Source: an optimization exercise on an open RTL-to-GDS flow (aim: small area and a short achievable clock period). Production flows keep margins and buffers that such runs may drop. Where RTL was checked, it was by simulation tests only, not by an equivalence proof against the original. For run 1, only the layout was checked, not whether the RTL still works. No activity file was given, so power comes from the tool's default toggle rates.

### design.v
module bist #(parameter size = 6, length = 8) (
    input  logic clk,
    input  logic rst,
    input  logic start,
    input  logic csin,
    input  logic rwbarin,
    input  logic opr,
    input  logic [size-1:0] address,
    input  logic [length-1:0] datain,
    output logic [length-1:0] dataout,
    output logic fail
);
    logic        test;       
    logic [7:0]  rlo, rhi;
    logic [3:0]  cup;
    logic        cout;       
    logic        h;          
    logic [63:0][7:0] mem;
    genvar g, j, b;
    function automatic logic [7:0] pattern(input logic [2:0] p);
        case (p)
            3'd0: pattern = 8'hAA;
            3'd1: pattern = 8'h55;
            3'd2: pattern = 8'hF0;
            3'd3: pattern = 8'h0F;
            3'd4: pattern = 8'h00;
            3'd5: pattern = 8'hFF;
            3'd6: pattern = 8'h33;
            default: pattern = 8'hCC;
        endcase
    endfunction
    logic       trd;         
    logic       twr;         
    logic       n_d;         
    logic [7:0] pat;         
    logic       cs, nrw;
    logic [7:0] d;
    assign cs  = test | csin;
    assign nrw = twr | (~trd & ~rwbarin);
    assign pat = pattern(cup[3:1]);
    assign d   = n_d ? datain : pat;
    logic n_lo, n_hr, n_hw;
    cell_dffs u_n_lo (.clk(clk), .set(rst), .d(~test_nx), .q(n_lo));
    cell_dffs u_n_hr (.clk(clk), .set(rst), .d(~test_nx), .q(n_hr));
    cell_dffs u_n_hw (.clk(clk), .set(rst), .d(~test_nx), .q(n_hw));
    logic [7:0] alo, ahir, ahiw, thir, thiw;
    logic [7:0] lo_w, hir, hiw;
    logic [7:0][7:0] lo_r;
    always_comb begin
        for (int i = 0; i < 8; i++) begin
            alo[i]  = (address[2:0] == i[2:0]) & n_lo;
            ahir[i] = (address[5:3] == i[2:0]) & rwbarin & n_hr;
            ahiw[i] = (address[5:3] == i[2:0]) & csin & ~rwbarin & n_hw;
            thir[i] = rhi[i] & cup[0];
            thiw[i] = rhi[i] & ~cup[0];
        end
    end
    generate
        for (g = 0; g < 8; g++) begin : g_dec
            for (j = 0; j < 8; j++) begin : g_lor
                cell_or2 u_lo_r (.a(alo[g]), .b(rlo[g]), .y(lo_r[j][g]));
            end
            cell_or2 u_lo_w (.a(alo[g]),  .b(rlo[g]),  .y(lo_w[g]));
            cell_or2 u_hir  (.a(ahir[g]), .b(thir[g]), .y(hir[g]));
            cell_or2 u_hiw  (.a(ahiw[g]), .b(thiw[g]), .y(hiw[g]));
        end
    endgenerate
    generate
        for (g = 0; g < 8; g++) begin : g_grp
            for (j = 0; j < 8; j++) begin : g_row
                logic we, wen;
                logic [7:0] nxt;
                cell_nand2 u_wen (.a(hiw[g]), .b(lo_w[j]), .y(wen));
                cell_inv   u_we  (.a(wen), .y(we));
                for (b = 0; b < 8; b++) begin : g_bit
                    cell_ao22 u_hold (.a1(mem[8*g+j][b]), .a2(wen), .b1(d[b]), .b2(we), .y(nxt[b]));
                end
                always_ff @(posedge clk) mem[8*g+j] <= nxt;
            end
        end
    endgenerate
    logic [7:0][7:0] grp;    
    logic [7:0] rsel, rdn_d, rdata_n;
    logic [7:0] wd;
    assign wd = d & {8{nrw}};
    generate
        for (b = 0; b < 8; b++) begin : g_rbit
            for (g = 0; g < 8; g++) begin : g_rgrp
                logic [7:0] col;
                for (j = 0; j < 8; j++) begin : g_col
                    assign col[j] = mem[8*g+j][b];
                end
                cell_ao8 u_g (.s(lo_r[b]), .q(col), .y(grp[b][g]));
            end
            cell_ao8  u_s (.s(hir), .q(grp[b]), .y(rsel[b]));
            cell_nor2 u_n (.a(rsel[b]), .b(wd[b]), .y(rdn_d[b]));
        end
    endgenerate
    always_ff @(posedge clk) begin
        if (cs) rdata_n <= rdn_d;
    end
    cell_dffs u_n_d (.clk(clk), .set(rst), .d(~test_nx), .q(n_d));
    generate
        for (b = 0; b < 8; b++) begin : g_out
            logic p, q_n, r_n;
            cell_nor2   u_p (.a(rdata_n[b]), .b(twr), .y(p));
            cell_nand3  u_q (.a(csin), .b(rwbarin), .c(p), .y(q_n));
            cell_nand2b u_r (.a_n(rdata_n[b]), .b(trd), .y(r_n));
            cell_nand2  u_o (.a(q_n), .b(r_n), .y(dataout[b]));
        end
    endgenerate
    logic       full;        
    logic       test_nx;
    logic [7:0] rlo_nx, rhi_nx;
    logic [3:0] cup_nx;
    assign full    = rlo[7] & rhi[7] & (&cup);
    assign test_nx = test ? ~cout : start;
    always_comb begin
        if (!test) begin
            rlo_nx = {7'd0, test_nx};
            rhi_nx = {7'd0, test_nx};
            cup_nx = 4'd0;
        end else if (full) begin
            rlo_nx = test_nx ? rlo : 8'd0;
            rhi_nx = test_nx ? rhi : 8'd0;
            cup_nx = cup;
        end else begin
            rlo_nx = {rlo[6:0], rlo[7]};
            rhi_nx = rlo[7] ? {rhi[6:0], rhi[7]} : rhi;
            cup_nx = (rlo[7] & rhi[7]) ? cup + 4'd1 : cup;
        end
    end
    always_ff @(posedge clk or posedge rst) begin
        if (rst) begin
            test <= 1'b0;
            trd  <= 1'b0;
            twr  <= 1'b0;
        end else begin
            test <= test_nx;
            trd  <= test_nx & cup_nx[0];
            twr  <= test_nx & ~cup_nx[0];
        end
    end
    always_ff @(posedge clk or posedge rst) begin
        if (rst) begin
            rlo <= 8'd0;
            rhi <= 8'd0;
        end else begin
            rlo <= rlo_nx;
            rhi <= rhi_nx;
        end
    end
    always_ff @(posedge clk) begin
        cup  <= cup_nx;
        cout <= test & full;
    end
    logic mism;
    assign mism = cup[0] ? (pat != ~rdata_n) : (pat != 8'h00);
    always_ff @(posedge clk or posedge rst) begin
        if (rst) begin
            h    <= 1'b0;
            fail <= 1'b0;
        end else begin
            h    <= cup[0];
            fail <= test & opr & h & mism;
        end
    end
endmodule
module cell_inv (input logic a, output logic y);
    assign y = ~a;
endmodule
module cell_nand2 (input logic a, b, output logic y);
    assign y = ~(a & b);
endmodule
module cell_or2 (input logic a, b, output logic y);
    assign y = a | b;
endmodule
module cell_nor2 (input logic a, b, output logic y);
    assign y = ~(a | b);
endmodule
module cell_ao22 (input logic a1, a2, b1, b2, output logic y);
    assign y = (a1 & a2) | (b1 & b2);
endmodule
module cell_ao8 (input logic [7:0] s, q, output logic y);
    assign y = |(s & q);
endmodule
module cell_nand3 (input logic a, b, c, output logic y);
    assign y = ~(a & b & c);
endmodule
module cell_nand2b (input logic a_n, b, output logic y);
    assign y = a_n | ~b;
endmodule
module cell_dffs (input logic clk, set, d, output logic q);
    always_ff @(posedge clk or posedge set) begin
        if (set) q <= 1'b1;
        else     q <= d;
    end
endmodule
### flow/run.sh
#!/bin/bash
# Layout flow: the standard ORFS flow (standard.sh), with the port
# buffers made of buf_4 cells instead of the default delay-buffer cells.
set -euo pipefail
bash standard.sh 'BUFFER_PORTS_ARGS=-buffer_cell sky130_fd_sc_hd__buf_4' ${EXTRA_MAKE_ARGS:-} finish > flow_make.log 2>&1
### standard.sh
#!/bin/bash
# synth_recipe.tcl (not shown) runs the flow's synth.tcl, then flattens the netlist and writes it again
# the make line also repeats each setting of config.mk as NAME=value (left out here)
make -C /OpenROAD-flow-scripts/flow DESIGN_CONFIG=/design/flow/config.mk WORK_HOME=/design/flow/orfs CLKGATE_MAP_FILE= SYNTH_SCRIPT=/design/flow/synth_recipe.tcl "${@:-finish}"
### config.mk
export PLATFORM = sky130hd
export DESIGN_NAME = bist
export DESIGN_NICKNAME = bist
export VERILOG_FILES = /design/flow/design.v
export SDC_FILE = /design/flow/constraint.sdc
export NUM_CORES = 4
export LEC_CHECK = 0
export CAP_MARGIN = 20
export CORE_MARGIN = 2
export CORE_UTILIZATION = 60
export CTS_BUF_LIST = sky130_fd_sc_hd__clkbuf_16
export CTS_CLUSTER_DIAMETER = 70
export CTS_CLUSTER_SIZE = 25
export PLACE_DENSITY = 0.72
export SETUP_SLACK_MARGIN = 2.7
export SLEW_MARGIN = 20
export SYNTH_HIERARCHICAL = 1
### constraint.sdc
create_clock -name core_clock -period 5.0 [get_ports {clk}]
set_input_delay 1.0000 -clock core_clock [delete_from_list [all_inputs] [get_ports {clk}]]
set_output_delay 1.0000 -clock core_clock [all_outputs]
set_load 0.01 [all_outputs]
==> results of run 1 <==
## per-module statistics from Yosys (local to each module, per instance)
module | cell area [um^2] | times used | cells inside | flops+latches
cell_nor2 | 3.75 | 16 | 1 | 0
bist | 12300 | 1 | 736 | 546
cell_ao8 | 36.3 | 72 | 5 | 0
cell_or2 | 6.26 | 88 | 1 | 0
cell_inv | 3.75 | 64 | 1 | 0
cell_dffs | 30.0 | 4 | 2 | 1
cell_nand2b | 6.26 | 8 | 1 | 0
cell_nand3 | 5.00 | 8 | 1 | 0
cell_nand2 | 3.75 | 72 | 1 | 0
cell_ao22 | 8.76 | 512 | 1 | 0
## path summary, 6_finish.rpt
path / start / endpoint / slack (ns) / cells past startpoint
worst max-delay path: address[2] / rdata_n[3] / 2.33 / 9
worst min-delay path: rst / u_n_d.q / 0.41 / 2
worst max register to register: u_n_lo.q / rdata_n[3] / 2.42 / 8
worst min register to register: mem[317] / mem[317] / 0.49 / 1
max in group asynchronous: rst / twr / 3.91 / 2
min in group core_clock: mem[317] / mem[317] / 0.49 / 1
## sequential cells by signal, indices dropped and copies added, names as in the netlist
signal / flops
cout: 1
cup: 4
fail: 1
h: 1
mem: 512
rdata_n: 8
rhi: 8
rlo: 8
test: 1
trd: 1
twr: 1
u_n_d.q: 1
u_n_hr.q: 1
u_n_hw.q: 1
u_n_lo.q: 1
## cell usage after synthesis, types with 5 or more instances
| master | instances |
|---|---|
| a22o_1 | 518 |
| a22o_2 | 7 |
| a22oi_1 | 288 |
| and2_1 | 8 |
| buf_2 | 5 |
| dfrtp_1 | 21 |
| dfxtp_1 | 517 |
| edfxtp_1 | 8 |
| inv_1 | 72 |
| nand2_1 | 91 |
| nand2b_1 | 14 |
| nand3_1 | 12 |
| nand4_1 | 73 |
| nor2_1 | 44 |
| nor2b_1 | 17 |
| nor3_1 | 8 |
| o21ai_0 | 9 |
| or2_1 | 88 |
| xnor2_1 | 8 |
| xor2_1 | 7 |
## worst max-delay path, cell delays in order
cell and delay (ns):
buf_4 0.11, nand2b_4 0.19, nor3_4 0.09, or2_2 0.43
a22oi_1 0.53, nand4_1 0.17, a22oi_1 0.34, nand4_1 0.14
nor2_1 0.12
## through the flow
stage          hold WS [ns]  util, %
3_5_place_dp          0.471     63.2
3_3_place_gp          0.466     63.2
5_1_grt               0.401     69.2
2_1_floorplan         0.356        -
6_report              0.409     69.2
4_1_cts               0.405     68.3
## area by class of cell
cell class / instances / area share [%]
sequential: 550 / 47.3
timing repair buffer: 57 / 1.98
multi-input combinational: 1238 / 42.8
tap: 455 / 2.40
clock buffer: 32 / 3.37
inverter: 74 / 1.17
clock inverter: 22 / 0.933
antenna: 1 / 0.0105
## layer usage
layer / global-route usage [%] / routed length (um)
met2: 64.9 / 34400
met3: 13.9 / 12500
met4: 25.3 / 6150
met5: 0 / 10
met1: 64.2 / 32100
## logic make-up after synthesis
| family | synth area share [%] |
|---|---|
| compound gates | 33.6 |
| mux | 0.223 |
| fa+ha+maj | 0.121 |
| xor+xnor | 0.633 |
| flops | 54.1 |
| buf+inv | 1.60 |
| simple gates | 9.74 |
## where the power goes
part | switching (mW) | internal [mW]
logic | 0.249 | 0.331
clock network | 1.59 | 1.28
registers | 0.258 | 4.71
## what timing repair did
action	4_1_cts	5_1_grt
pin swaps	9	27
resized for setup	164	87
endpoints found under the setup margin	530	253
gates cloned	1	0
buffers inserted	11	5
==> summary.md, run 1 <==
| Metric | Value |
|---|---|
| Status | no timing/DRC/antenna violations |
| Pwr Total | 8.42 mW |
| Startpoint Class | input pin |
| Max-Cap Viols | 0 |
| Finished Layout Cells | 2429 |
| Final RePlAce weighted congestion | 1.06 |
| Mapped Area | 0.0207 mm^2 |
| Area delta synth->final | 14.4% |
| Avg Inst Size Synth | 11.1 um^2 |
| Largest area contributor in the netlist | dfxtp_1 |
| TNS Setup | 0 ns |
| Drc violations | 0 |
| YS warnings | 8 |
| Seq/Total Area, Yosys | 54.1% |
| Placed instance count | 2357 |
| VDD IR max | 0.414 mV |
| PwrDens | 355 mW/mm^2 |
| Ys async rst share | 4.55% |
| CTS max path bufs | 3 |
| Nets | 1974 |
| Final Cycle Share | 53.3% |
| Initial core utilization | 60.5% |
| Final setup viols | 0 |
| Core ar. | 0.0343 mm^2 |
| Register area | 0.0112 mm^2 |
| Post-route clock skew | 0.0210 ns |
| Synth cell types | 54 |
| First-pass GRT wire length | 121000 um |
| Vias in the first global route | 16800 |
| Largest net degree at the start of global routing | 66 |
| Worst slew margin | 46.6% |
| Unrepaired setup endpoints after global routing | true |
| Clock sink count | 550 |
| Insertion delay to the later sink of the worst-skew pair | 0.62 ns |
| Fin crit period | 2.67 ns |
| Final hold violation count | 0 |
| Root buffer cell | clkbuf_16 |
| Worst Path Required | 5.48 ns |
| Input/output buffers | 28 |
| Measured slew at the worst slew-check pin | 0.801 ns |
| Vias post-DR | 18500 |
| Area occupied by multi-input gates | 0.0102 mm^2 |
| Antenna Nets Post-Route | 0 |
| Type of the worst setup path | in2reg |
| Pleak | 9.30 nW |
| CP Data Arrival Time | 3.15 ns |
| Seq cells post-synth | 550 |
| Crit-path max FO | 8 |
| H-tree Lvls | 1 |
| DR vias/cell | 7.62 |
| Post-Place Setup Slack | 1.68 ns |
| Initial antenna violation count | 3 |
| Die X | 190 um |
| Commonest non-fill, non-tap cells in the layout | 518 x a22o_1, 513 x dfxtp_1, 168 x a22oi_1 |
| Leading cell type in the layout, fill and taps excluded | a22o_1 |
| Top cell type's share of synthesized area | 49.9% |
| Hold buffer count at CTS | 0 |
| Clock slew at reported path FFs | 0.10 ns |
| Die Ht | 190 um |
| Post-layout instance area | 0.0237 mm^2 |
| First-pass DRT Iterations | 6 |
| Hold/Removal Path Class | in2async |
| Die area | 0.0361 mm^2 |
| Pins Over Slew Limit | 0 |
| Top post-synthesis cells by area | dfxtp_1 50%, a22o_1 22%, a22oi_1 10% |
| Placement row count | 68 |
| CTS tree | done |
| I/O pins | 29 |
| Ys flop type | dfxtp_1 |
| Dpl hpwl | 58700 um |
| Crit path capture type | flop |
| Synthesized Nets | 1894 |
| Share of cells above drive strength 1 | 19.4% |
| Number of flops mapped to enable cells by yosys | 8 |
| DR iter-0 viols | 2972 |
| Achievable frequency | 0.375 GHz |
| Fillcell total | 2519 |
| Drt total wl | 85200 um |
| Cells after Synth | 1872 |
| Grt total ovfl | 0 |
| Drt wl/cell | 35.1 um |
| Total track usage | 46.4% |
| Setup WS post-layout | 2.33 ns |
| Dpl cell area | 0.0217 mm^2 |
| CTS Buf Count | 31 |
==> run 2: changes to the inputs <==
--- a/design.v
+++ b/design.v
@@ -45,6 +45,6 @@
     cell_dffs u_n_hw (.clk(clk), .set(rst), .d(~test_nx), .q(n_hw));
     logic [7:0] alo, ahir, ahiw, thir, thiw;
-    logic [7:0] lo_w, hir, hiw;
-    logic [7:0][7:0] lo_r;
+    logic [7:0] hir, hiw;
+    logic [7:0][7:0] lo_g;   
     always_comb begin
         for (int i = 0; i < 8; i++) begin
@@ -59,7 +59,6 @@
         for (g = 0; g < 8; g++) begin : g_dec
             for (j = 0; j < 8; j++) begin : g_lor
-                cell_or2 u_lo_r (.a(alo[g]), .b(rlo[g]), .y(lo_r[j][g]));
+                cell_or2 u_lo (.a(alo[j]), .b(rlo[j]), .y(lo_g[g][j]));
             end
-            cell_or2 u_lo_w (.a(alo[g]),  .b(rlo[g]),  .y(lo_w[g]));
             cell_or2 u_hir  (.a(ahir[g]), .b(thir[g]), .y(hir[g]));
             cell_or2 u_hiw  (.a(ahiw[g]), .b(thiw[g]), .y(hiw[g]));
@@ -71,5 +70,5 @@
                 logic we, wen;
                 logic [7:0] nxt;
-                cell_nand2 u_wen (.a(hiw[g]), .b(lo_w[j]), .y(wen));
+                cell_nand2 u_wen (.a(hiw[g]), .b(lo_g[g][j]), .y(wen));
                 cell_inv   u_we  (.a(wen), .y(we));
                 for (b = 0; b < 8; b++) begin : g_bit
@@ -91,5 +90,5 @@
                     assign col[j] = mem[8*g+j][b];
                 end
-                cell_ao8 u_g (.s(lo_r[b]), .q(col), .y(grp[b][g]));
+                cell_ao8 u_g (.s(lo_g[g]), .q(col), .y(grp[b][g]));
             end
             cell_ao8  u_s (.s(hir), .q(grp[b]), .y(rsel[b]));
--- a/config.mk
+++ b/config.mk
@@ -12,5 +12,5 @@
 export CTS_CLUSTER_DIAMETER = 70
 export CTS_CLUSTER_SIZE = 25
-export PLACE_DENSITY = 0.72
+export PLACE_DENSITY = 0.8
 export SETUP_SLACK_MARGIN = 2.7
 export SLEW_MARGIN = 20
==> summary.md, run 2 <==
| Metric | Value |
|---|---|
| Total track usage | 35.2% (-11 points) |
| YS warnings | 8 (unchanged) |
| Leading cell type in the layout, fill and taps excluded | a22o_1 |
| Die Ht | 190 um (-0.12%) |
| CTS tree | done |
| Clock slew at reported path FFs | 0.10 ns (about the same) |
| Crit path capture type | output pin |
| R2R cell count | 7 (-1) |
| First-pass DRT Iterations | 11 (+5) |
| Worst slew margin | 20.6% (-26 points) |
| Post-synth top cells | 518 x a22o_1, 517 x dfxtp_1, 288 x a22oi_1 |
| Post-route clock skew | 0.0196 ns (-0.00141 ns) |
| Synth Area in XOR/XNOR | 0.635% (+0.0015 points) |
| Root buffer cell | clkbuf_16 |
| Ys flop type | dfxtp_1 |
| DR vias/cell | 7.30 (-4.3%) |
| Avg Inst Size Synth | 11.1 um^2 (+0.19%) |
| Type of the worst setup path | reg2out |
| PwrDens | 336 mW/mm^2 (-5.4%) |
| Share of cells above drive strength 1 | 18.0% (-1.4 points) |
| Grt total ovfl | 0 (unchanged) |
| Core ar. | 0.0343 mm^2 (unchanged) |
| Mux contribution to synthesized area | 0.224% (+0.00054 points) |
| Final setup viols | 0 (unchanged) |
| Placement row count | 68 (unchanged) |
| Crit-path max FO | 4 (-4) |
| Synth cell types | 54 (unchanged) |
| Final Cycle Share | 50.6% (-2.7 points) |
| Setup slack, reg-to-reg | 2.61 ns (+0.19 ns) |
| Input/output buffers | 28 (unchanged) |
| Dpl hpwl | 40700 um (-31%) |
| Fin crit period | 2.53 ns (-0.136 ns) |
| Largest net degree at the start of global routing | 66 (unchanged) |
| Unrepaired setup endpoints after global routing | true |
| Achievable frequency | 0.395 GHz (+5.4%) |
| Measured slew at the worst slew-check pin | 1.18 ns (+0.378 ns) |
| Placed instance count | 2351 (-0.25%) |
| Worst Path Required | 4.00 ns (-1.48 ns) |
| Seq cells post-synth | 550 (unchanged) |
| Initial core utilization | 60.4% (-0.15 points) |
| Die X | 190 um (-0.12%) |
| H-tree Lvls | 1 (unchanged) |
| Final RePlAce weighted congestion | 0.945 (-11%) |
| CTS Buf Count | 27 (-13%) |
| Area occupied by multi-input gates | 0.0101 mm^2 (-0.32%) |
| Drt wl/cell | 27.2 um (-23%) |
| VDD IR max | 0.317 mV (-23%) |
| Seq/Total Area, Yosys | 54.2% (+0.13 points) |
| Drc violations | 0 (unchanged) |
| Register area | 0.0112 mm^2 (about the same) |
| Fillcell total | 2483 (-1.4%) |
| Status | no timing/DRC/antenna violations |
| Top post-synthesis cells by area | dfxtp_1 50%, a22o_1 22%, a22oi_1 10% |
| Area delta synth->final | 14.7% |
| Cells after Synth | 1864 (-0.43%) |
| Vias post-DR | 17900 (-3.6%) |
| Drt total wl | 66500 um (-22%) |
| Pins Over Slew Limit | 0 (unchanged) |
| TNS Setup | 0 ns (unchanged) |
| First-pass GRT wire length | 99000 um (-18%) |
| Largest reg by FF count | mem |
| CP Data Arrival Time | 1.53 ns (-1.62 ns) |
| Synth Area in Simple Gates | 9.52% (-0.22 points) |
| Antenna Nets Post-Route | 0 (unchanged) |
| Initial antenna violation count | 5 (+2) |
| Largest family of logic cells by synthesized area | compound AO/OA/AOI/OAI gates |
| Synth Area in Compound Gates | 33.7% (+0.081 points) |
| Top cell type's share of synthesized area | 50.0% (+0.12 points) |
| Ys async rst share | 4.55% (unchanged) |
| Max-Cap Viols | 0 (unchanged) |
| Mapped Area | 0.0207 mm^2 (-0.24%) |
| Die area | 0.0360 mm^2 (-0.24%) |
| Synthesized Nets | 1886 (-0.42%) |
| Pleak | 9.37 nW (+0.78%) |
| DR iter-0 viols | 2401 (-19%) |
| I/O pins | 29 (unchanged) |
| Insertion delay to the later sink of the worst-skew pair | 0.59 ns (-0.03 ns) |
| Hold/Removal Path Class | in2async |
| Vias in the first global route | 16400 (-2.4%) |
| Largest register FFs | 512 (unchanged) |
| Adder-cell share of the synthesized area | 0.121% (+0.00029 points) |
| Hold buffer count at CTS | 0 (unchanged) |
| Nets | 1997 (+1.2%) |
| Finished Layout Cells | 2446 (+0.70%) |
| Most frequent cell after synthesis | a22o_1 |
| Commonest non-fill, non-tap cells in the layout | 518 x a22o_1, 513 x dfxtp_1, 193 x a22oi_1 |
| Final hold violation count | 0 (unchanged) |
| Clock sink count | 550 (unchanged) |
| Number of flops mapped to enable cells by yosys | 8 (unchanged) |
| CTS max path bufs | 3 (unchanged) |
| Largest area contributor in the netlist | dfxtp_1 |
| Startpoint Class | flop |
==> run 2: changes by cell type after synthesis, sizes merged <==
cell  change
or2       -8
==> run 2: final cells by class <==
cell class              instances  area share [%]
diodes                          3          0.0316
clock buffers                  27            2.85
clock inverters                15           0.501
inverters                      74            1.17
multi-input cells            1244            42.6
flip-flops and latches        550            47.3
well taps                     455            2.40
repair buffers                 78            3.06
==> run 2: through the flow <==
stage          instance area [um^2]  setup slack (ns)  power (mW)  utilization, %  hold slack [ns]
6_report                      23700              2.47        7.97            69.2            0.466
5_1_grt                       23700              2.40        8.18            69.2            0.467
4_1_cts                       23300              2.47        7.91            67.8            0.443
3_5_place_dp                  21700              1.74        5.50            63.3            0.471
3_3_place_gp                  21700              1.76        5.47            63.3            0.466
2_1_floorplan                 20900              2.70        5.33               -            0.356
==> run 2: routing by layer <==
metal / vias up / GRT usage (%) / routed length (um) / share of wire, %
met5: - / 0 / 26 / 0.039
met4: 4 / 14.3 / 3120 / 4.7
met3: 250 / 6.70 / 7390 / 11
met2: 1151 / 53.2 / 29000 / 44
met1: 8730 / 49.7 / 26900 / 40
li1: 7717 / - / - / -
==> run 2: path summary, 6_finish.rpt <==
path,startpoint,to
hold / removal,rst,u_n_hw.q
setup reg to reg,rlo[2],rdata_n[2]
setup / recovery,twr,dataout[7]
max in group asynchronous,rst,twr
min in group core_clock,mem[418],mem[418]
hold reg to reg,mem[418],mem[418]
==> run 2: critical path, cell delays in order, from the launching register on <==
cell and delay (ns):
dfrtp_2 0.46, buf_6 0.15, nor2_2 0.08, nand3_1 0.08
nand2_1 0.06, buf_4 0.11
==> run 2: logic make-up (layout without fill, tap and decap cells) <==
kind of cell,after synthesis,count (layout)
adders and majority gates,2,2
buffers and inverters,85,194
muxes,4,4
xor gates and xnor gates,15,15
and+or+nand+nor,366,375
DFF,550,550
AOI/OAI and AO/OA,842,848
other,0,3
==> run 2: report_power, final <==
group / internal (mW) / switching (mW)
registers: 4.71 / 0.242
clock network: 1.05 / 1.42
logic: 0.337 / 0.203
==> run 2: per-module statistics from Yosys, one instance, submodules excluded, a selection <==
module      copies in the design  cells  flip-flops and latches  area, um^2
cell_dffs                      4      2                       1        30.0
cell_nor2                     16      1                       0        3.75
cell_inv                      64      1                       0        3.75
cell_ao8                      72      5                       0        36.3
cell_nand2                    72      1                       0        3.75
cell_ao22                    512      1                       0        8.76
==> run 2: what timing repair did <==
action                                  4_1_cts  5_1_grt
endpoints found under the setup margin      425      173
resized for setup                           118       81
setup buffers                                18       15
gates cloned                                 11        6
pin swaps                                    47       69
==> run 3: changes to the inputs <==
--- a/config.mk
+++ b/config.mk
@@ -12,5 +12,5 @@
 export CTS_CLUSTER_DIAMETER = 70
 export CTS_CLUSTER_SIZE = 25
-export PLACE_DENSITY = 0.8
+export PLACE_DENSITY = 0.72
 export SETUP_SLACK_MARGIN = 2.7
 export SLEW_MARGIN = 20
==> summary.md, run 3 <==
| Metric | Value |
|---|---|
| Status | no timing/DRC/antenna violations |
| Top cell type's share of synthesized area | 50.0% (unchanged) |
| Clock slew at reported path FFs | 0.10 ns (about the same) |
| Vias post-DR | 17600 (-1.5%) |
| Achievable frequency | 0.395 GHz (about the same) |
| Synth Area in Compound Gates | 33.7% (unchanged) |
| Insertion delay to the later sink of the worst-skew pair | 0.60 ns (about the same) |
| Drc violations | 0 (unchanged) |
| Die X | 190 um (unchanged) |
| Core ar. | 0.0343 mm^2 (unchanged) |
| CTS Buf Count | 30 (+11%) |
| Hold/Removal Path Class | in2async |
| Mapped Area | 0.0207 mm^2 (unchanged) |
| Placement row count | 68 (unchanged) |
| Fillcell total | 2586 (+4.1%) |
| Nets | 1989 (-0.40%) |
| Mux contribution to synthesized area | 0.224% (unchanged) |
| Placed instance count | 2350 (-0.043%) |
| Critical path's slowest cell | edfxtp_1 |
| TNS Setup | 0 ns (unchanged) |
| Startpoint Class | flop |
| Worst slew margin | 35.9% (+15 points) |
| Synthesized Nets | 1886 (unchanged) |
| Largest register FFs | 512 (unchanged) |
| Worst path bufs/invs | 1 (-1) |
| Crit-path cells | nor2_1, nand3_1, nand2_1, buf_4 |
| Finished Layout Cells | 2443 (-0.12%) |
| Crit-path max cell delay | 0.52 ns (+0.06 ns) |
| Drt total wl | 67800 um (+2.0%) |
| Largest family of logic cells by synthesized area | compound AO/OA/AOI/OAI gates |
| Pins Over Slew Limit | 0 (unchanged) |
| Largest delay contributor family on the critical path | flip-flops |
| Unrepaired setup endpoints after global routing | true |
| Seq/Total Area, Yosys | 54.2% (unchanged) |
| Commonest non-fill, non-tap cells in the layout | 518 x a22o_1, 513 x dfxtp_1, 175 x a22oi_1 |
| Ys flop type | dfxtp_1 |
| DR vias/cell | 7.20 (-1.4%) |
| Seq cells post-synth | 550 (unchanged) |
| First-pass DRT Iterations | 6 (-5) |
| Hold buffer count at CTS | 0 (unchanged) |
| Input/output buffers | 28 (unchanged) |
| Synth cell types | 54 (unchanged) |
| Final setup viols | 0 (unchanged) |
| Top post-synthesis cells by area | dfxtp_1 50%, a22o_1 22%, a22oi_1 10% |
| Synth Area in Simple Gates | 9.52% (unchanged) |
| Die area | 0.0360 mm^2 (unchanged) |
| DR iter-0 viols | 2045 (-15%) |
| CP Data Arrival Time | 1.53 ns (about the same) |
| Synth Area in XOR/XNOR | 0.635% (unchanged) |
| Initial core utilization | 60.4% (unchanged) |
| Worst Path Required | 4.00 ns (about the same) |
| Crit-path max FO | 3 (-1) |
| Final hold violation count | 0 (unchanged) |
| YS warnings | 8 (unchanged) |
| VDD IR max | 0.321 mV (+1.2%) |
| I/O pins | 29 (unchanged) |
| Largest net degree at the start of global routing | 66 (unchanged) |
| Pleak | 9.36 nW (about the same) |
| Max-Cap Viols | 0 (unchanged) |
| Leading cell type in the layout, fill and taps excluded | a22o_1 |
| PwrDens | 348 mW/mm^2 (+3.6%) |
| Final RePlAce weighted congestion | 1.01 (+6.6%) |
| Drt wl/cell | 27.7 um (+2.1%) |
| Vias in the first global route | 15900 (-3.1%) |
| Type of the worst setup path | reg2out |
| Final Cycle Share | 50.6% (about the same) |
| Measured slew at the worst slew-check pin | 0.961 ns (-0.218 ns) |
| Area delta synth->final | 15.9% |
| Root buffer cell | clkbuf_16 |
| First-pass GRT wire length | 99700 um (+0.70%) |
| Largest area contributor in the netlist | dfxtp_1 |
| CTS tree | done |
| Antenna Nets Post-Route | 0 (unchanged) |
| Ys async rst share | 4.55% (unchanged) |
| Dpl hpwl | 42200 um (+3.7%) |
| Crit path capture type | output pin |
| CTS max path bufs | 3 (unchanged) |
| Cells after Synth | 1864 (unchanged) |
| Share of cells above drive strength 1 | 20.2% (+2.2 points) |
| Total track usage | 35.8% (+0.64 points) |
| Final core occ | 69.9% (+0.70 points) |
| Adder-cell share of the synthesized area | 0.121% (unchanged) |
| Fin crit period | 2.53 ns (+0.00195 ns) |
| Avg Inst Size Synth | 11.1 um^2 (unchanged) |
| Grt total ovfl | 0 (unchanged) |
| Clock sink count | 550 (unchanged) |
| Post-route clock skew | 0.0256 ns (+0.00603 ns) |
| Most frequent cell after synthesis | a22o_1 |
| Die Ht | 190 um (unchanged) |
| Initial antenna violation count | 1 (-4) |
| Largest reg by FF count | mem |
| H-tree Lvls | 1 (unchanged) |
| Number of flops mapped to enable cells by yosys | 8 (unchanged) |
| Post-synth top cells | 518 x a22o_1, 517 x dfxtp_1, 288 x a22oi_1 |
==> run 3: changes by cell type in the layout (fill, tap and decap cells not counted), sizes merged <==
| cell | delta |
|---|---|
| buf | -12 |
| clkbuf | +5 |
| bufinv | +2 |
| clkinvlp | +2 |
| inv | +2 |
| or2 | +2 |
| clkinv | -1 |
| diode | -1 |
| nor2 | -1 |
| o21ai | -1 |
==> run 3: where the power goes <==
part | internal, mW | switching, mW | total, mW | leakage [nW]
clock network | 1.33 | 1.53 | 2.85 | 0.496
logic | 0.336 | 0.203 | 0.540 | 4.28
registers | 4.71 | 0.234 | 4.95 | 4.59
total | 6.38 | 1.96 | 8.34 | 9.36
==> run 3: timing repair <==
action | CTS | global route
hold endpoints to repair | 0 | 0
pin swaps | 12 | 67
cloned | 4 | 12
buffers inserted | 16 | 8
resized for setup | 107 | 119
endpoints found under the setup margin | 504 | 393
==> run 3: stage by stage <==
stage	worst slack (ns)	hold WS, ns	area (um^2)	total power [mW]
detailed placement	1.69	0.471	21700	5.50
floorplan	2.70	0.356	20900	5.33
CTS	2.44	0.405	23400	8.31
finish	2.47	0.415	24000	8.34
global placement	1.68	0.466	21700	5.48
global route	2.39	0.409	24000	8.59
==> run 3: metal layers <==
metal	share of wire, %	vias up	GRT usage, %	routed length (um)
met5	0	-	0	0
met3	9.7	172	5.13	6580
li1	-	7704	-	-
met4	3.9	0	12.3	2650
met1	43	8736	53.0	28900
met2	44	977	53.7	29700
==> run 3: modules after synthesis, one instance, submodules excluded <==
module | area (um^2) | cells
cell_or2 | 6.26 | 1
cell_nor2 | 3.75 | 1
cell_nand2 | 3.75 | 1
cell_nand3 | 5.00 | 1
cell_ao22 | 8.76 | 1
bist | 12300 | 736
cell_dffs | 30.0 | 2
cell_ao8 | 36.3 | 5
cell_inv | 3.75 | 1
cell_nand2b | 6.26 | 1
==> run 3: layout make-up <==
cell class | instances | area [um^2] | share of cell area, %
Clock inverter | 20 | 243 | 1.01
Sequential cell | 550 | 11200 | 46.9
Tap cell | 455 | 569 | 2.37
Clock buffer | 31 | 776 | 3.24
Timing Repair Buffer | 67 | 626 | 2.61
Multi-Input combinational cell | 1244 | 10200 | 42.7
Inverter | 74 | 278 | 1.16
Antenna cell | 2 | 5.00 | 0.0209
==> run 3: path summary, 6_finish.rpt <==
kind / start / end / slack, ns / cells past startpoint
min in group core_clock: mem[99] / mem[99] / 0.49 / 1
max: rdata_n[7] / dataout[7] / 2.47 / 4
max in group asynchronous: rst / twr / 3.85 / 2
max reg2reg: u_n_lo.q / rdata_n[5] / 2.68 / 9
min reg2reg: mem[99] / mem[99] / 0.49 / 1
min: rst / u_n_hr.q / 0.42 / 2
==> run 3: logic make-up (layout without fill, tap and decap cells) <==
logic type	count (synthesis)	in the layout
adders and majority gates	2	2
and+or+nand+nor	366	376
DFF	550	550
muxes	4	4
other	0	2
xor gates and xnor gates	15	15
AOI/OAI and AO/OA	842	847
buffers and inverters	85	192
==> run 4: changes to the inputs <==
--- a/config.mk
+++ b/config.mk
@@ -13,5 +13,5 @@
 export CTS_CLUSTER_SIZE = 25
 export PLACE_DENSITY = 0.72
-export SETUP_SLACK_MARGIN = 2.7
+export SETUP_SLACK_MARGIN = 2.5
 export SLEW_MARGIN = 20
 export SYNTH_HIERARCHICAL = 1
==> summary.md, run 4 <==
| Metric | Value |
|---|---|
| Unrepaired setup endpoints after global routing | true |
| Core ar. | 0.0343 mm^2 (unchanged) |
| Final Cycle Share | 50.5% (-0.10 points) |
| Clock sink count | 550 (unchanged) |
| Achievable frequency | 0.396 GHz (+0.20%) |
| Measured slew at the worst slew-check pin | 0.929 ns (-0.0319 ns) |
| H-tree Lvls | 1 (unchanged) |
| Drc violations | 0 (unchanged) |
| Worst slew margin | 37.8% (+1.9 points) |
| Die Ht | 190 um (unchanged) |
| Initial antenna violation count | 2 (+1) |
| Crit path capture type | flop |
| Grt total ovfl | 0 (unchanged) |
| TNS Setup | 0 ns (unchanged) |
| Die X | 190 um (unchanged) |
| Drt total wl | 65200 um (-3.8%) |
| Mapped Area | 0.0207 mm^2 (unchanged) |
| Initial core utilization | 60.4% (unchanged) |
| Final setup viols | 0 (unchanged) |
| VDD IR max | 0.343 mV (+7.1%) |
| I/O pins | 29 (unchanged) |
| Seq/Total Area, Yosys | 54.2% (unchanged) |
| Post-Place Setup Slack | 1.58 ns (-0.114 ns) |
| Pins Over Slew Limit | 0 (unchanged) |
| Root buffer cell | clkbuf_16 |
| Max-Cap Viols | 0 (unchanged) |
| Top cell type's share of synthesized area | 50.0% (unchanged) |
| Final hold violation count | 0 (unchanged) |
| Synth cell types | 54 (unchanged) |
| DR iter-0 viols | 1925 (-5.9%) |
| Crit-path cells | buf_4, nand2b_4, nor2_2, buf_6, or2_4, buf_4, a22oi_1, nand4_1, a22oi_2, nand4_1, nor2_2 |
| Worst path bufs/invs | 3 (+2) |
| First-pass GRT wire length | 97200 um (-2.5%) |
| Insertion delay to the later sink of the worst-skew pair | 0.59 ns (about the same) |
| Pleak | 9.32 nW (-0.52%) |
| CP Data Arrival Time | 2.97 ns (+1.44 ns) |
| Input/output buffers | 28 (unchanged) |
| Avg Inst Size Synth | 11.1 um^2 (unchanged) |
| Largest delay contributor family on the critical path | simple AND/OR/NAND/NOR gates |
| DR vias/cell | 7.07 (-1.8%) |
| Antenna Nets Post-Route | 0 (unchanged) |
| Post-route clock skew | 0.0144 ns (-0.0111 ns) |
| Vias post-DR | 17200 (-2.1%) |
| Largest area contributor in the netlist | dfxtp_1 |
| CTS tree | done |
| Hold buffer count at CTS | 0 (unchanged) |
| CTS max path bufs | 3 (unchanged) |
| Area occupied by multi-input gates | 0.00970 mm^2 (-5.3%) |
| Drt wl/cell | 26.8 um (-3.5%) |
| Setup WS post-layout | 2.47 ns (+0.00509 ns) |
| Cells after Synth | 1864 (unchanged) |
| Crit-path max FO | 8 (+5) |
| Ys flop type | dfxtp_1 |
| Clock slew at reported path FFs | 0.09 ns (about the same) |
| Crit-path max cell delay | 0.34 ns (-0.18 ns) |
| First-pass DRT Iterations | 6 (unchanged) |
| Fillcell total | 2649 (+2.4%) |
| Synthesized Nets | 1886 (unchanged) |
| Largest net degree at the start of global routing | 66 (unchanged) |
| Post-layout instance area | 0.0233 mm^2 (-2.9%) |
| Nets | 1986 (-0.15%) |
| Post-synth top cells | 518 x a22o_1, 517 x dfxtp_1, 288 x a22oi_1 |
| Total track usage | 34.9% (-0.93 points) |
| PwrDens | 348 mW/mm^2 (about the same) |
| Largest reg by FF count | mem |
| Final RePlAce weighted congestion | 0.955 (-5.2%) |
| Number of flops mapped to enable cells by yosys | 8 (unchanged) |
| Placement row count | 68 (unchanged) |
| Hold/Removal Path Class | in2async |
| Vias in the first global route | 15700 (-1.5%) |
| Commonest non-fill, non-tap cells in the layout | 518 x a22o_1, 513 x dfxtp_1, 232 x a22oi_1 |
| Register area | 0.0112 mm^2 (about the same) |
| Dpl cell area | 0.0217 mm^2 (-0.43%) |
| Status | no timing/DRC/antenna violations |
| Critical path's slowest cell | a22oi_2 |
| Largest register FFs | 512 (unchanged) |
| YS warnings | 8 (unchanged) |
| Top post-synthesis cells by area | dfxtp_1 50%, a22o_1 22%, a22oi_1 10% |
| Die area | 0.0360 mm^2 (unchanged) |
| Leading cell type in the layout, fill and taps excluded | a22o_1 |
| Pwr Total | 8.09 mW (-3.0%) |
| Area delta synth->final | 12.5% |
| Worst Path Required | 5.45 ns (+1.45 ns) |
| Seq cells post-synth | 550 (unchanged) |
| Startpoint Class | input pin |
| Share of cells above drive strength 1 | 13.4% (-6.8 points) |
| Fin crit period | 2.53 ns (-0.00509 ns) |
| Most frequent cell after synthesis | a22o_1 |
| Dpl hpwl | 42300 um (+0.14%) |
| Type of the worst setup path | in2reg |
| Ys async rst share | 4.55% (unchanged) |
| CTS Buf Count | 29 (-3.3%) |
| Final core occ | 67.9% (-2.1 points) |
## run 4: cell counts after synthesis
No cell type changed its count.
## run 4: layout make-up
type	instances	area share (%)
Antenna cell	4	0.0430
Clock buffer	30	3.23
Clock inverter	13	0.607
Inverter	74	1.21
Multi-Input combinational cell	1235	41.7
Sequential cell	550	48.3
Tap cell	455	2.45
Timing Repair Buffer	74	2.51
## run 4: worst reg2reg max path: stages, from the launching register on
cell,delay [ns]
dfrtp_1,0.75
or2_4,0.47
buf_4,0.14
a22oi_1,0.20
nand4_1,0.18
a22oi_2,0.34
nand4_1,0.16
nor2_2,0.15
## run 4: modules after synthesis (local to each module, per instance), excerpt
module	cells inside	times used	area (um^2)
cell_nand2	1	72	3.75
cell_nand2b	1	8	6.26
cell_ao22	1	512	8.76
cell_dffs	2	4	30.0
cell_ao8	5	72	36.3
cell_nor2	1	16	3.75
## run 4: metal layers
| metal | part of all wire [%] | track usage [%] |
|---|---|---|
| met5 | 0 | 0 |
| met4 | 3.3 | 10.8 |
| met3 | 10 | 6.64 |
| met2 | 43 | 51.1 |
| met1 | 43 | 52.1 |
## run 4: path summary, 6_finish.rpt
path / start / end / slack [ns] / depth (start not counted)
min in group core_clock: mem[355] / mem[355] / 0.49 / 1
max in group asynchronous: rst / twr / 3.84 / 2
min reg2reg: mem[355] / mem[355] / 0.49 / 1
max reg2reg: rlo[2] / rdata_n[3] / 2.48 / 7
min: rst / u_n_hw.q / 0.47 / 2
max: address[0] / rdata_n[3] / 2.47 / 11
## run 4: timing repair
action	in CTS	in global routing
gates cloned	2	4
endpoints found under the setup margin	321	226
pin swaps	9	18
resized for setup	43	76
setup buffers	22	4
## run 4: where the power goes
group / internal, mW / switching [mW]
Clock: 1.17 / 1.47
Combinational: 0.318 / 0.196
Sequential: 4.71 / 0.212
Total: 6.20 / 1.88
## run 4: cell families after synthesis
| logic type | Yosys count | share of synthesized area (%) |
|---|---|---|
| AOI/OAI and AO/OA | 842 | 33.7 |
| xor gates and xnor gates | 15 | 0.635 |
| muxes | 4 | 0.224 |
| DFF | 550 | 54.2 |
| and+or+nand+nor | 366 | 9.52 |
| adders and majority gates | 2 | 0.121 |
| buffers and inverters | 85 | 1.61 |
## run 4: stage by stage
step	hold WS [ns]	cells
after floorplan	0.356	1864
after global placement	0.466	2356
after detailed placement	0.471	2356
after CTS	0.450	2423
after global routing	0.455	2432
final	0.466	2435
==> run 5: changes to the inputs <==
--- a/config.mk
+++ b/config.mk
@@ -12,5 +12,5 @@
 export CTS_CLUSTER_DIAMETER = 70
 export CTS_CLUSTER_SIZE = 25
-export PLACE_DENSITY = 0.72
+export PLACE_DENSITY = 0.88
 export SETUP_SLACK_MARGIN = 2.5
 export SLEW_MARGIN = 20
==> summary.md, run 5 <==
| Metric | Value |
|---|---|
| Part of the power in combinational logic | 6.3% (about the same) |
| DR iter-0 viols | 2301 (+20%) |
| Final RePlAce weighted congestion | 0.991 (+3.7%) |
| Met3 wire length | 7960 um (+19%) |
| YS warnings | 8 (unchanged) |
| Top cell type's share of synthesized area | 50.0% (unchanged) |
| I/O pins | 29 (unchanged) |
| Drt wl/cell | 26.8 um (+0.26%) |
| Type of the worst setup path | in2reg |
| Total track usage | 34.8% (-0.13 points) |
| Share of cells above drive strength 1 | 12.4% (-1.0 points) |
| Finished Layout Cells | 2417 (-0.74%) |
| TNS Setup | 0 ns (unchanged) |
| Ant diodes | 0 (-4) |
| Avg Inst Size Synth | 11.1 um^2 (unchanged) |
| Die area | 0.0360 mm^2 (unchanged) |
| Input/output buffers | 28 (unchanged) |
| Pwr Total | 8.11 mW (+0.26%) |
| CTS Buf Count | 29 (unchanged) |
| Placed instance count | 2352 (-0.17%) |
| Register area | 0.0112 mm^2 (about the same) |
| Top post-synthesis cells by area | dfxtp_1 50%, a22o_1 22%, a22oi_1 10% |
| Net Sw Frac | 23.2% (-0.062 points) |
| Final setup viols | 0 (unchanged) |
| Drc violations | 0 (unchanged) |
| Worst slew margin | 18.1% (-20 points) |
| Initial antenna violation count | 2 (unchanged) |
| Mapped Area | 0.0207 mm^2 (unchanged) |
| CP startpoint | address[2] |
| Number of flops mapped to enable cells by yosys | 8 (unchanged) |
| Final Cycle Share | 52.2% (+1.6 points) |
| Antenna Nets Post-Route | 0 (unchanged) |
| Initial core utilization | 60.4% (unchanged) |
| Synthesized Nets | 1886 (unchanged) |
| Clock sink count | 550 (unchanged) |
| DRT met1 WL | 26200 um (-7.2%) |
| Insertion delay to the later sink of the worst-skew pair | 0.58 ns (about the same) |
| Pint | 6.23 mW (+0.34%) |
| Fin crit period | 2.61 ns (+0.0813 ns) |
| Final core occ | 67.6% (-0.32 points) |
| CP Data Arrival Time | 3.06 ns (+0.09 ns) |
| Top sig layer | met5 |
| Vias in the first global route | 16300 (+4.3%) |
| Placement row count | 68 (unchanged) |
| CTS max path bufs | 3 (unchanged) |
| Drt total wl | 64900 um (-0.48%) |
| PwrDens | 350 mW/mm^2 (+0.74%) |
| Ys flop type | dfxtp_1 |
| Post-Place Setup Slack | 1.69 ns (+0.110 ns) |
| Pins Over Slew Limit | 0 (unchanged) |
| First-pass GRT wire length | 97600 um (+0.43%) |
| Crit-path max FO | 9 (+1) |
| Synth cell types | 54 (unchanged) |
| Fillcell total | 2485 (-6.2%) |
| Leading cell type in the layout, fill and taps excluded | a22o_1 |
| Clk pwr share | 32.9% (+0.2 points) |
| Die X | 190 um (unchanged) |
| Vias post-DR | 17700 (+2.9%) |
| Root buffer cell | clkbuf_16 |
| NetSw | 1.88 mW (about the same) |
| Hold buffer count at CTS | 0 (unchanged) |
| Worst Path Required | 5.45 ns (about the same) |
| Max-Cap Viols | 0 (unchanged) |
| Seq/Total Area, Yosys | 54.2% (unchanged) |
| Clock slew at reported path FFs | 0.10 ns (about the same) |
| Pleak | 9.23 nW (-0.92%) |
| Achievable frequency | 0.383 GHz (-3.1%) |
| VDD IR max | 0.289 mV (-16%) |
| Unrepaired setup endpoints after global routing | true |
| Largest net degree at the start of global routing | 66 (unchanged) |
| Largest reg by FF count | mem |
| Status | no timing/DRC/antenna violations |
| H-tree Lvls | 1 (unchanged) |
| Setup WS post-layout | 2.39 ns (-0.0813 ns) |
| Largest register FFs | 512 (unchanged) |
| Commonest non-fill, non-tap cells in the layout | 518 x a22o_1, 514 x dfxtp_1, 234 x a22oi_1 |
| Cells after Synth | 1864 (unchanged) |
| Most frequent cell after synthesis | a22o_1 |
| Measured slew at the worst slew-check pin | 1.22 ns (+0.294 ns) |
| CTS tree | done |
| Critical path's slowest cell | a22oi_1 |
| Area occupied by multi-input gates | 0.00966 mm^2 (-0.45%) |
| Dpl hpwl | 41100 um (-2.8%) |
| Sequential power share | 60.8% (about the same) |
| Crit-path max cell delay | 0.37 ns (+0.03 ns) |
| Hold/Removal Path Class | in2async |
| Die Ht | 190 um (unchanged) |
| Met2 WL post-DR | 27500 um (-2.2%) |
| RR Startpoint | rlo[5] |
| Nets | 1968 (-0.91%) |
| Core ar. | 0.0343 mm^2 (unchanged) |
| Seq cells post-synth | 550 (unchanged) |
| Grt total ovfl | 0 (unchanged) |
| Largest area contributor in the netlist | dfxtp_1 |
| Post-synth top cells | 518 x a22o_1, 517 x dfxtp_1, 288 x a22oi_1 |
| Crit-path cells | buf_4, nand2b_4, nor3_4, buf_12, or2_1, a22oi_1, nand4_1, a22oi_1, nand4_1, nor2_1 |
| First-pass DRT Iterations | 7 (+1) |
| Final hold violation count | 0 (unchanged) |
| Ys async rst share | 4.55% (unchanged) |
| Post-route clock skew | 0.0133 ns (-0.00118 ns) |
| Area delta synth->final | 11.9% |
| Startpoint Class | input pin |
| DR vias/cell | 7.33 (+3.6%) |
| Crit path capture type | flop |
| Setup slack, reg-to-reg | 2.48 ns (about the same) |
==> run 5: layout make-up <==
class / instances / share of cell area [%]
clock inverter: 18 / 0.837
sequential: 550 / 48.5
inverter: 74 / 1.20
clock buffer: 29 / 3.13
tap: 455 / 2.46
timing repair buffer: 59 / 2.19
multi-input combinational: 1232 / 41.7
==> run 5: final timing paths <==
path                              endpoint  cells after the start
min in group core_clock           mem[399]                      1
max in group asynchronous              twr                      2
worst min register to register    mem[399]                      1
worst max-delay path            rdata_n[5]                     10
worst min-delay path              u_n_hr.q                      2
worst max register to register  rdata_n[4]                      6
==> run 5: power groups by stage <==
stage,logic [mW],registers (mW),clock network [mW]
2_1_floorplan,0.392,4.94,0
3_3_place_gp,0.461,4.99,0
3_5_place_dp,0.484,5.00,0
4_1_cts,0.493,4.91,2.68
5_1_grt,0.543,4.96,2.83
6_report,0.513,4.93,2.67
==> run 5: routing by layer <==
layer / GRT usage [%] / vias to the layer above
met5: 0 / -
met4: 15.1 / 2
met3: 8.17 / 233
met2: 51.1 / 1185
met1: 49.0 / 8670
li1: - / 7628
==> run 5: critical path: cells and delay by family <==
family,cells,cell delay (ns)
AND/OR/NAND/NOR,6,1.08
AO/OA/AOI/OAI,2,0.72
buffers and inverters,2,0.26
==> run 5: stage by stage <==
stage                     hold slack [ns]  instance area [um^2]
final                               0.447                 23200
after global routing                0.454                 23200
after CTS                           0.443                 23000
after detailed placement            0.471                 21700
after global placement              0.466                 21600
after floorplan                     0.356                 20800
==> run 5: timing repair <==
| item | CTS | global route |
|---|---|---|
| gates resized for setup | 63 | 53 |
| setup endpoints to repair | 377 | 270 |
| hold endpoints to repair | 0 | 0 |
| gates cloned | 3 | 0 |
| setup buffers | 10 | 5 |
| pin swaps | 6 | 3 |
==> run 5: Yosys stat by module (local to each module, per instance) <==
module | cell area, um^2 | flops+latches | cells | times used
cell_nand3 | 5.00 | 0 | 1 | 8
cell_nand2 | 3.75 | 0 | 1 | 72
cell_nand2b | 6.26 | 0 | 1 | 8
cell_ao22 | 8.76 | 0 | 1 | 512
cell_or2 | 6.26 | 0 | 1 | 80
cell_dffs | 30.0 | 1 | 2 | 4
cell_ao8 | 36.3 | 0 | 5 | 72
cell_inv | 3.75 | 0 | 1 | 64
bist | 12300 | 546 | 736 | 1
cell_nor2 | 3.75 | 0 | 1 | 16
==> run 5: cells by family (layout without fill, tap and decap cells) <==
family,Yosys count,in the layout,synth area share (%)
AO/OA/AOI/OAI,842,845,33.7
XOR/XNOR,15,15,0.635
adder cells (fa/ha/maj),2,2,0.121
buffers and inverters,85,180,1.61
flip-flops,550,550,54.2
multiplexers,4,4,0.224
AND/OR/NAND/NOR,366,366,9.52
==> run 6: changes to the inputs <==
--- a/config.mk
+++ b/config.mk
@@ -12,5 +12,5 @@
 export CTS_CLUSTER_DIAMETER = 70
 export CTS_CLUSTER_SIZE = 25
-export PLACE_DENSITY = 0.88
+export PLACE_DENSITY = 0.8
 export SETUP_SLACK_MARGIN = 2.5
 export SLEW_MARGIN = 20
==> summary.md, run 6 <==
| Metric | Value |
|---|---|
| Post-route clock skew | 0.0229 ns (+0.00960 ns) |
| Ys flop type | dfxtp_1 |
| Initial core utilization | 60.4% (unchanged) |
| Synthesized Nets | 1886 (unchanged) |
| Part of the power in combinational logic | 6.1% (-0.2 points) |
| Largest reg by FF count | mem |
| Fin crit period | 2.51 ns (-0.0945 ns) |
| M2 GR Usage | 53.7% (+2.6 points) |
| Seq cells post-synth | 550 (unchanged) |
| Crit-path max FO | 9 (unchanged) |
| Startpoint Class | flop |
| Drt wl/cell | 27.3 um (+1.7%) |
| Commonest non-fill, non-tap cells in the layout | 518 x a22o_1, 513 x dfxtp_1, 241 x a22oi_1 |
| CTS tree | done |
| H-tree Lvls | 1 (unchanged) |
| Number of flops mapped to enable cells by yosys | 8 (unchanged) |
| I/O pins | 29 (unchanged) |
| Placement row count | 68 (unchanged) |
| Final setup viols | 0 (unchanged) |
| CTS Buf Count | 30 (+3.4%) |
| Drc violations | 0 (unchanged) |
| Core ar. | 0.0343 mm^2 (unchanged) |
| Type of the worst setup path | reg2out |
| Final RePlAce weighted congestion | 1.04 (+5.3%) |
| Antenna Nets Post-Route | 0 (unchanged) |
| Hold/Removal Path Class | in2async |
| VDD IR max | 0.410 mV (+42%) |
| Root buffer cell | clkbuf_16 |
| Synth cell types | 54 (unchanged) |
| Initial antenna violation count | 4 (+2) |
| GR Util met1 | 50.1% (+1.1 points) |
| R2R cell count | 6 (unchanged) |
| NetSw | 1.94 mW (+3.2%) |
| Largest net degree at the start of global routing | 66 (unchanged) |
| Hold buffer count at CTS | 0 (unchanged) |
| Achievable frequency | 0.398 GHz (+3.8%) |
| Post-synth top cells | 518 x a22o_1, 517 x dfxtp_1, 288 x a22oi_1 |
| Die Ht | 190 um (unchanged) |
| Most frequent cell after synthesis | a22o_1 |
| Sequential power share | 60.3% (-0.5 points) |
| Cells after Synth | 1864 (unchanged) |
| Die X | 190 um (unchanged) |
| TNS Setup | 0 ns (unchanged) |
| Top cell type's share of synthesized area | 50.0% (unchanged) |
| Grt total ovfl | 0 (unchanged) |
| Max-Cap Viols | 0 (unchanged) |
| Unrepaired setup endpoints after global routing | true |
| Placed instance count | 2356 (+0.17%) |
| Crit path capture type | output pin |
| Mapped Area | 0.0207 mm^2 (unchanged) |
| First-pass DRT Iterations | 8 (+1) |
| CP Data Arrival Time | 1.51 ns (-1.55 ns) |
| Total track usage | 35.9% (+1.1 points) |
| Ys async rst share | 4.55% (unchanged) |
| Clk pwr share | 33.6% (+0.7 points) |
| Die area | 0.0360 mm^2 (unchanged) |
| Seq/Total Area, Yosys | 54.2% (unchanged) |
| Fillcell total | 2583 (+3.9%) |
| DR vias/cell | 7.18 (-2.1%) |
| Vias in the first global route | 16300 (-0.15%) |
| Pins Over Slew Limit | 0 (unchanged) |
| Met3 Use GR | 7.21% (-0.96 points) |
| Insertion delay to the later sink of the worst-skew pair | 0.61 ns (+0.03 ns) |
| Worst slew margin | 30.2% (+12 points) |
| Worst Path Required | 4.00 ns (-1.45 ns) |
| Final hold violation count | 0 (unchanged) |
| Net Sw Frac | 23.7% (+0.49 points) |
| PwrDens | 353 mW/mm^2 (+0.86%) |
| Vias post-DR | 17500 (-1.5%) |
| Drt total wl | 66400 um (+2.4%) |
| Area delta synth->final | 12.1% |
| Clock slew at reported path FFs | 0.10 ns (about the same) |
| Setup slack, reg-to-reg | 2.53 ns (+0.05 ns) |
| Largest register FFs | 512 (unchanged) |
| CTS max path bufs | 3 (unchanged) |
| Largest area contributor in the netlist | dfxtp_1 |
| Finished Layout Cells | 2432 (+0.62%) |
| DR iter-0 viols | 2477 (+7.6%) |
| Avg Inst Size Synth | 11.1 um^2 (unchanged) |
| YS warnings | 8 (unchanged) |
| Top post-synthesis cells by area | dfxtp_1 50%, a22o_1 22%, a22oi_1 10% |
| Input/output buffers | 28 (unchanged) |
| Measured slew at the worst slew-check pin | 1.04 ns (-0.187 ns) |
| Pleak | 9.27 nW (+0.38%) |
| Final Cycle Share | 50.3% (-1.9 points) |
| Share of cells above drive strength 1 | 12.0% (-0.37 points) |
| Status | no timing/DRC/antenna violations |
| Dpl hpwl | 41700 um (+1.5%) |
| Nets | 1976 (+0.41%) |
| First-pass GRT wire length | 99800 um (+2.3%) |
| Leading cell type in the layout, fill and taps excluded | a22o_1 |
| GRT busiest layer | met2 |
| Clock sink count | 550 (unchanged) |
| Pint | 6.25 mW (+0.40%) |
[run 6: cell count changes in the layout (fill, tap and decap cells not counted), moves of 3 or more]
cell     change
a22oi_1      +7
a22oi_2      -7
buf_4        +7
diode_2      +5
inv_2        -4
nor2_1       +4
nor2_4       -4
inv_1        +3
[run 6: stage by stage]
step / utilization (%) / cell area [um^2] / worst slack, ns / power, mW / hold slack [ns]
finish: 67.7 / 23200 / 2.49 / 8.19 / 0.439
global route: 67.7 / 23200 / 2.41 / 8.42 / 0.427
CTS: 66.9 / 22900 / 2.47 / 8.17 / 0.420
detailed placement: 63.2 / 21700 / 1.70 / 5.49 / 0.471
global placement: 63.2 / 21700 / 1.70 / 5.47 / 0.466
floorplan: - / 20800 / 2.33 / 5.33 / 0.356
[run 6: worst max-delay path: stages (launching register included)]
cell and delay (ns):
dfrtp_2 0.49, nor2_1 0.13, nand3_1 0.09, nand2_1 0.09, buf_4 0.12
[run 6: power by group through the flow]
| stage | Clock, mW | Sequential [mW] | Combinational [mW] |
|---|---|---|---|
| after CTS | 2.77 | 4.92 | 0.486 |
| after global routing | 2.91 | 4.97 | 0.541 |
| after floorplan | 0 | 4.94 | 0.392 |
| after detailed placement | 0 | 5.01 | 0.481 |
| after global placement | 0 | 5.01 | 0.461 |
| final | 2.75 | 4.94 | 0.502 |
[run 6: worst paths after layout]
path                         endpoint    start
hold / removal                u_n_d.q      rst
min in group core_clock       mem[50]  mem[50]
setup reg to reg           rdata_n[0]   rlo[7]
hold reg to reg               mem[50]  mem[50]
setup / recovery           dataout[0]      twr
max in group asynchronous         twr      rst
[run 6: layer usage]
| layer | vias up | wire length (um) |
|---|---|---|
| li1 | 7673 | - |
| met5 | - | 0 |
| met3 | 222 | 7820 |
| met2 | 1126 | 28800 |
| met1 | 8434 | 26600 |
| met4 | 0 | 3230 |
[run 6: area by class of cell]
cell class / count / area (um^2) / area share (%)
multi-input combinational: 1234 / 9620 / 41.4
antenna: 5 / 12.5 / 0.0539
inverter: 74 / 278 / 1.20
clock inverter: 19 / 195 / 0.841
clock buffer: 31 / 776 / 3.34
sequential: 550 / 11200 / 48.4
tap: 455 / 569 / 2.45
timing repair buffer: 64 / 529 / 2.28
[run 6: timing repair]
| item | CTS | global route |
|---|---|---|
| setup endpoints to repair | 312 | 276 |
| buffers inserted | 14 | 2 |
| gates cloned | 4 | 1 |
| pin swaps | 6 | 5 |
| resized for setup | 34 | 61 |
[run 6: logic make-up (layout without fill, tap and decap cells)]
kind of cell | count (synthesis) | after routing | synth area share (%)
XOR/XNOR | 15 | 15 | 0.635
AND/OR/NAND/NOR | 366 | 366 | 9.52
multiplexers | 4 | 4 | 0.224
adder cells (fa/ha/maj) | 2 | 2 | 0.121
AO/OA/AOI/OAI | 842 | 847 | 33.7
other | 0 | 5 | 0
buffers and inverters | 85 | 188 | 1.61
flip-flops | 550 | 550 | 54.2
[run 6: modules after synthesis (local to each module, per instance), a selection]
module	flops+latches	cells inside	area, um^2	copies in the design
bist	546	736	12300	1
cell_ao22	0	1	8.76	512
cell_dffs	1	2	30.0	4
cell_inv	0	1	3.75	64
cell_nand2	0	1	3.75	72
cell_nand2b	0	1	6.26	8
cell_nand3	0	1	5.00	8
cell_nor2	0	1	3.75	16
cell_or2	0	1	6.26	80
==> run 7: changes to the inputs <==
--- a/config.mk
+++ b/config.mk
@@ -11,5 +11,5 @@
 export CTS_BUF_LIST = sky130_fd_sc_hd__clkbuf_16
 export CTS_CLUSTER_DIAMETER = 70
-export CTS_CLUSTER_SIZE = 25
+export CTS_CLUSTER_SIZE = 30
 export PLACE_DENSITY = 0.8
 export SETUP_SLACK_MARGIN = 2.5
==> summary.md, run 7 <==
| Metric | Value |
|---|---|
| Pleak | 9.29 nW (+0.28%) |
| Achievable frequency | 0.395 GHz (-0.75%) |
| Seq cells post-synth | 550 (unchanged) |
| Seq/Total Area, Yosys | 54.2% (unchanged) |
| Die X | 190 um (unchanged) |
| R2R cell count | 6 (unchanged) |
| Initial core utilization | 60.4% (unchanged) |
| H-tree Lvls | 1 (unchanged) |
| Crit-path max FO | 9 (unchanged) |
| DR vias/cell | 7.24 (+0.85%) |
| Measured slew at the worst slew-check pin | 1.20 ns (+0.167 ns) |
| Top sig layer | met5 |
| Worst path bufs/invs | 2 (+1) |
| Die area | 0.0360 mm^2 (unchanged) |
| Critical R2R Capture | rdata_n[1] |
| Fillcell total | 2568 (-0.58%) |
| RR Startpoint | rlo[7] |
| Crit-path cells | buf_4, nand2b_2, nor2_1, buf_4, or2_4, a22oi_1, nand4_1, a22oi_2, nand4_1, nor2_1 |
| CTS tree | done |
| Largest area contributor in the netlist | dfxtp_1 |
| Fin crit period | 2.53 ns (+0.0190 ns) |
| Startpoint Class | input pin |
| Vias post-DR | 17600 (+0.81%) |
| Total track usage | 36.2% (+0.26 points) |
| Final Cycle Share | 50.7% (+0.38 points) |
| Largest delay contributor family on the critical path | simple AND/OR/NAND/NOR gates |
| Pins Over Slew Limit | 0 (unchanged) |
| Met2 WL post-DR | 28700 um (-0.10%) |
| Ys async rst share | 4.55% (unchanged) |
| Final hold violation count | 0 (unchanged) |
| Crit-path max cell delay | 0.32 ns (-0.17 ns) |
| Worst Path Required | 5.46 ns (+1.46 ns) |
| Post-synth top cells | 518 x a22o_1, 517 x dfxtp_1, 288 x a22oi_1 |
| Post-layout instance area | 0.0233 mm^2 (+0.29%) |
| Area delta synth->final | 12.5% |
| YS warnings | 8 (unchanged) |
| Root buffer cell | clkbuf_16 |
| Setup WS post-layout | 2.47 ns (-0.0190 ns) |
| Die Ht | 190 um (unchanged) |
| Most frequent cell after synthesis | a22o_1 |
| CTS Buf Count | 29 (-3.3%) |
| DRT met1 WL | 26800 um (+0.62%) |
| Largest reg by FF count | mem |
| Register area | 0.0112 mm^2 (unchanged) |
| Hold/Removal Path Class | in2async |
| Cells after Synth | 1864 (unchanged) |
| Met3 wire length | 7570 um (-3.2%) |
| Worst slew margin | 19.8% (-10 points) |
| Core ar. | 0.0343 mm^2 (unchanged) |
| Mapped Area | 0.0207 mm^2 (unchanged) |
| Initial antenna violation count | 4 (unchanged) |
| Critical path's slowest cell | a22oi_1 |
| Drt wl/cell | 27.3 um (about the same) |
| Leading cell type in the layout, fill and taps excluded | a22o_1 |
| PwrDens | 357 mW/mm^2 (+1.1%) |
| Clock sink count | 550 (unchanged) |
| Status | no timing/DRC/antenna violations |
| Number of flops mapped to enable cells by yosys | 8 (unchanged) |
| First-pass GRT wire length | 101000 um (+0.89%) |
| Drc violations | 0 (unchanged) |
| Commonest non-fill, non-tap cells in the layout | 518 x a22o_1, 513 x dfxtp_1, 231 x a22oi_1 |
| Hold buffer count at CTS | 0 (unchanged) |
| First-pass DRT Iterations | 11 (+3) |
| Insertion delay to the later sink of the worst-skew pair | 0.62 ns (about the same) |
| Avg Inst Size Synth | 11.1 um^2 (unchanged) |
| CTS max path bufs | 3 (unchanged) |
| Crit path capture type | flop |
| I/O pins | 29 (unchanged) |
| Max-Cap Viols | 0 (unchanged) |
| Clock slew at reported path FFs | 0.12 ns (+0.02 ns) |
| Area occupied by multi-input gates | 0.00965 mm^2 (+0.35%) |
| Ys flop type | dfxtp_1 |
| Largest register FFs | 512 (unchanged) |
| Placement row count | 68 (unchanged) |
| VDD IR max | 0.375 mV (-8.7%) |
| Grt total ovfl | 0 (unchanged) |
| Finished Layout Cells | 2431 (-0.041%) |
| Post-route clock skew | 0.0326 ns (+0.00969 ns) |
| TNS Setup | 0 ns (unchanged) |
| Type of the worst setup path | in2reg |
| Post-Place Setup Slack | 1.70 ns (unchanged) |
| Dpl cell area | 0.0217 mm^2 (unchanged) |
| Top post-synthesis cells by area | dfxtp_1 50%, a22o_1 22%, a22oi_1 10% |
| Largest net degree at the start of global routing | 66 (unchanged) |
| Unrepaired setup endpoints after global routing | true |
| Drt total wl | 66400 um (about the same) |
| Synth cell types | 54 (unchanged) |
| Vias in the first global route | 16400 (+0.24%) |
| CP Data Arrival Time | 3.00 ns (+1.49 ns) |
| Input/output buffers | 28 (unchanged) |
| Antenna Nets Post-Route | 0 (unchanged) |
| Share of cells above drive strength 1 | 12.7% (+0.65 points) |
| DR iter-0 viols | 2681 (+8.2%) |
| Final RePlAce weighted congestion | 1.04 (unchanged) |
| Dpl hpwl | 41700 um (unchanged) |
| Synthesized Nets | 1886 (unchanged) |
| Final setup viols | 0 (unchanged) |
| Nets | 1974 (-0.10%) |
| Placed instance count | 2356 (unchanged) |
| Top cell type's share of synthesized area | 50.0% (unchanged) |
| Setup slack, reg-to-reg | 2.51 ns (-0.02 ns) |
[run 7: Yosys stat by module, one instance, submodules excluded]
| module | cell area (um^2) | flip-flops and latches | times used | cells inside |
|---|---|---|---|---|
| cell_ao8 | 36.3 | 0 | 72 | 5 |
| bist | 12300 | 546 | 1 | 736 |
| cell_nand3 | 5.00 | 0 | 8 | 1 |
| cell_or2 | 6.26 | 0 | 80 | 1 |
| cell_nand2b | 6.26 | 0 | 8 | 1 |
| cell_nor2 | 3.75 | 0 | 16 | 1 |
| cell_ao22 | 8.76 | 0 | 512 | 1 |
| cell_dffs | 30.0 | 1 | 4 | 2 |
| cell_nand2 | 3.75 | 0 | 72 | 1 |
| cell_inv | 3.75 | 0 | 64 | 1 |
[run 7: timing repair]
action	in CTS	in global routing
setup endpoints to repair	309	303
resized for setup	39	68
hold endpoints to repair	0	0
cloned	5	0
buffers inserted	13	2
pin swaps	7	11
[run 7: layer usage]
layer  up-vias  GRT usage, %
met3       232          7.60
met4         4          17.0
met5         -             0
met1      8600          50.8
li1       7670             -
met2      1090          53.4
[run 7: kinds of logic (layout without fill, tap and decap cells)]
group                    count (synthesis)  in the layout  share of synthesized area, %
AO/OA/AOI/OAI                          842            847                          33.7
flip-flops                             550            550                          54.2
AND/OR/NAND/NOR                        366            366                          9.52
buffers and inverters                   85            189                          1.61
XOR/XNOR                                15             15                         0.635
multiplexers                             4              4                         0.224
adder cells (fa/ha/maj)                  2              2                         0.121
other                                    0              3                             0
[run 7: where the power goes]
group | internal (mW) | switching [mW] | total [mW] | leakage, nW
combinational | 0.315 | 0.189 | 0.504 | 4.18
sequential | 4.71 | 0.225 | 4.94 | 4.60
clock | 1.23 | 1.64 | 2.87 | 0.510
[run 7: cell type report]
type,count,area share [%]
flip-flops and latches,550,48.3
inverters,74,1.19
clock inverters,23,1.30
multi-input cells,1234,41.5
well taps,455,2.45
repair buffers,63,2.19
clock buffers,29,3.12
diodes,3,0.0323
[run 7: worst max path at each step]
| stage | startpoint | slack, ns | endpoint | cells after the start |
|---|---|---|---|---|
| after floorplan | cup[3] | 2.33 | rdata_n[3] | 7 |
| after global placement | address[1] | 1.70 | rdata_n[1] | 10 |
| after detailed placement | address[0] | 1.70 | rdata_n[1] | 10 |
| after CTS | address[2] | 2.49 | rdata_n[3] | 10 |
| after global routing | twr | 2.41 | dataout[0] | 4 |
| final | address[2] | 2.47 | rdata_n[1] | 10 |
[run 7: worst reg2reg max path, cell delays in order (launching register included)]
cell and delay [ns]:
dfrtp_1 0.70, or2_1 0.49, a22oi_1 0.33, nand4_1 0.22, a22oi_2 0.32, nand4_1 0.17
nor2_1 0.11
[run 7: metrics by stage]
stage                     power (mW)  hold WS [ns]  utilization (%)
final                           8.31         0.430             67.9
after global routing            8.55         0.419             67.9
after CTS                       8.29         0.418             67.1
after detailed placement        5.49         0.471             63.2
after global placement          5.47         0.466             63.2
after floorplan                 5.33         0.356                -

Setup slack of run 7, layout unchanged: 2.467 ns with ideal ports, 2.429 ns with driving cells assumed (clock clkbuf_16, inputs buf_2), 1.842 ns with port delays also shifted by the 0.657 ns mid clock arrival.
